Context: an optimization exercise on an open-source flow, tuned for small area. The choices shown serve that exercise and are no tape-out recipe.
Where RTL was checked, it was by simulation tests only, not by an equivalence proof against the original.
Power figures rest on the tool's default switching activity, not on a simulated workload.

// frame_top
module frame_top (
    input         clk,
    input         rst_n,
    input  [15:0] data_in,
    output        crc_err,
    output        fifo_full,
    output        fifo_empty,
    output        crc_valid_o,
    output        data_out_ch1,
    output        data_out_ch2,
    output        data_out_ch3,
    output        data_out_ch4,
    output        data_out_ch5,
    output        data_out_ch6,
    output        data_out_ch7,
    output        data_out_ch8,
    output        data_vld_ch1,
    output        data_vld_ch2,
    output        data_vld_ch3,
    output        data_vld_ch4,
    output        data_vld_ch5,
    output        data_vld_ch6,
    output        data_vld_ch7,
    output        data_vld_ch8
);
clock: 5.0 ns
lec_check: 0
cap_margin: 20
core_margin: 2
core_utilization: 40
cts_buf_list: sky130_fd_sc_hd__clkbuf_8
place_density: 0.6
slew_margin: 20
run.sh (not shown) runs the stock make flow with config.mk's settings and CLKGATE_MAP_FILE= SYNTH_SCRIPT=/design/flow/synth_recipe.tcl, a recipe that flattens the netlist after the stock synthesis.
The baseline produced a clean layout.
==> next run, changes <==
- CTS_BUF_LIST: sky130_fd_sc_hd__clkbuf_8 -> sky130_fd_sc_hd__clkbuf_4
Result: The new run finished with timing, DRC and antenna clean; cell count rose by 3.7%; worst hold slack is about the same; cell area came out higher by about 0.36%.
==> next run, changes <==
- CTS_BUF_LIST: sky130_fd_sc_hd__clkbuf_4 -> default
Count of clock-buffer cells in the layout decreases by 57.
Die area does not change.
Worst setup slack gains 0.17 ns.
Power rose by 0.57%.
Synthesized cell count does not change.
Global-route usage is lower by 0.36 points.
Clock power barely changes.
==> next run, changes <==
- CTS_BUF_LIST: default -> sky130_fd_sc_hd__clkbuf_16
- CTS_CLUSTER_DIAMETER: default -> 200
- CTS_CLUSTER_SIZE: default -> 30
The changed run completed without violations.
Cell count came out lower by 2.7%.
Sequential share of layout area came out higher by 2.2 points.
Routed wire length came out lower by 2.7%.
Utilization came out lower by 1.7 points.
Non-clock buffer count stays the same.
First-iteration DRC count came out lower by 0.99%.
Sequential cell count does not change.
No functional check of the RTL was part of any run of this note.

== the previous run ==
Another version of the RTL of frame_top (not shown whole).
Size: about 0.0083 sq mm of cells after synthesis.
// frame_top
module frame_top (
    input         clk,
    input         rst_n,
    input  [15:0] data_in,
    output        crc_err,
    output        fifo_full,
    output        fifo_empty,
    output        crc_valid_o,
    output        data_out_ch1,
    output        data_out_ch2,
    output        data_out_ch3,
    output        data_out_ch4,
    output        data_out_ch5,
    output        data_out_ch6,
    output        data_out_ch7,
    output        data_out_ch8,
    output        data_vld_ch1,
    output        data_vld_ch2,
    output        data_vld_ch3,
    output        data_vld_ch4,
    output        data_vld_ch5,
    output        data_vld_ch6,
    output        data_vld_ch7,
    output        data_vld_ch8
);
make LEC_CHECK=0 CAP_MARGIN=20 CORE_MARGIN=2 CORE_UTILIZATION=40 CTS_BUF_LIST=sky130_fd_sc_hd__clkbuf_8 CTS_CLUSTER_DIAMETER=150 CTS_CLUSTER_SIZE=16 PLACE_DENSITY=0.6 SLEW_MARGIN=20 SYNTH_HIERARCHICAL=1 finish   # period 5.0 ns
The following lists how the current run was set up differently from the previous run:
==> flow/flow/run.sh (new file) <==
#!/bin/bash
# The standard layout (standard.sh, standard synthesis unchanged), with two
# changes: the port buffers are buf_1 cells, and clock tree synthesis uses
# clkbuf_8 in clusters of up to 16 sinks without dummy loads.
set -euo pipefail
export BUFFER_PORTS_ARGS="-buffer_cell sky130_fd_sc_hd__buf_1"
export CTS_ARGS="-sink_clustering_enable -repair_clock_nets -sink_clustering_size 16 -sink_clustering_max_diameter 150 -buf_list sky130_fd_sc_hd__clkbuf_8 -dont_use_dummy_load"
bash standard.sh > standard.log 2>&1
==> flow/standard.sh (new file) <==
#!/bin/bash
# synth_recipe.tcl (not shown) runs the flow's synth.tcl, then flattens the netlist and writes it again
# the make line also repeats each setting of config.mk as NAME=value (left out here)
make -C /OpenROAD-flow-scripts/flow DESIGN_CONFIG=/design/flow/config.mk WORK_HOME=/design/flow/orfs CLKGATE_MAP_FILE= SYNTH_SCRIPT=/design/flow/synth_recipe.tcl "${@:-finish}"
removed: flow/run.sh
The current run completed; timing, DRC and antenna clean
Measured against each other, the current run and the previous run differ in setup slack, the higher figure coming from the previous run.
The power in the clock group of the current run falls short of that of the previous run by 27%.
Looking at final cell count without fillers across the current run and the previous run, the one that comes out higher is the previous run.
The sequential power share of the current run exceeds that of the previous run by 6.7 points.
[the current run vs the previous run] detailed-placement wirelength estimate: lower in the current run
clkdlybuf4s50_1 as the highest-delay cell along the critical path was reported by the previous run, and dfrtp_1 by the current run.
Between the previous run and the current run, post-route clock period utilization increased.
In the reports for the current run and the previous run, the smaller clock tree cell share of total cell area belongs to the current run.
The previous run → the current run: hold slack down 0.028 ns, relative area change from synthesis to final layout down 5.0 points, number of sinks handled by clock tree synthesis flat.

==> afterwards: timing with drivers on the ports <==
The flow's constraints put no driver on any port. The routed layouts listed below were extracted and timed again, unchanged, in two steps. Step 1 assumes that a clkbuf_16 drives the clock port and a buf_2 every other input. Step 2 also shifts input and output timing later by t, the mid clock arrival at the registers, as if the neighbouring blocks saw the same clock. Three values: ideal ports, drivers, drivers and shift; two values: the first two.
run | t (ns) | slack for setup (ns) | hold WS [ns] | worst setup path at the end | cell pins on the clock port's net
the first run of note 1 | 0.553 | 1.845 / 1.805 / 1.975 | 0.345 / 0.345 / 0.345 | input to register | 1
the second run of note 1 | 0.684 | 1.710 / 1.672 / 2.012 | 0.346 / 0.346 / 0.346 | input to register | 1
the third run of note 1 | 0.527 | 1.877 / 1.837 / 1.997 | 0.346 / 0.346 / 0.346 | input to register | 1
the fourth run of note 1 | 0.499 | 1.889 / 1.846 / 1.984 | 0.357 / 0.357 / 0.357 | input to register | 1
the previous run | 0.503 | 2.022 / 2.001 / 1.534 | 0.359 / 0.359 / 0.359 | input to register | 1
the current run | 0.482 | 2.015 / 2.015 / 1.968 | 0.331 / 0.331 / 0.331 | input to register | 1
After both steps every run listed still meets setup and hold. For the previous run, which loses most, drivers alone change the setup slack by -0.021 ns; drivers and shift together by -0.488 ns.
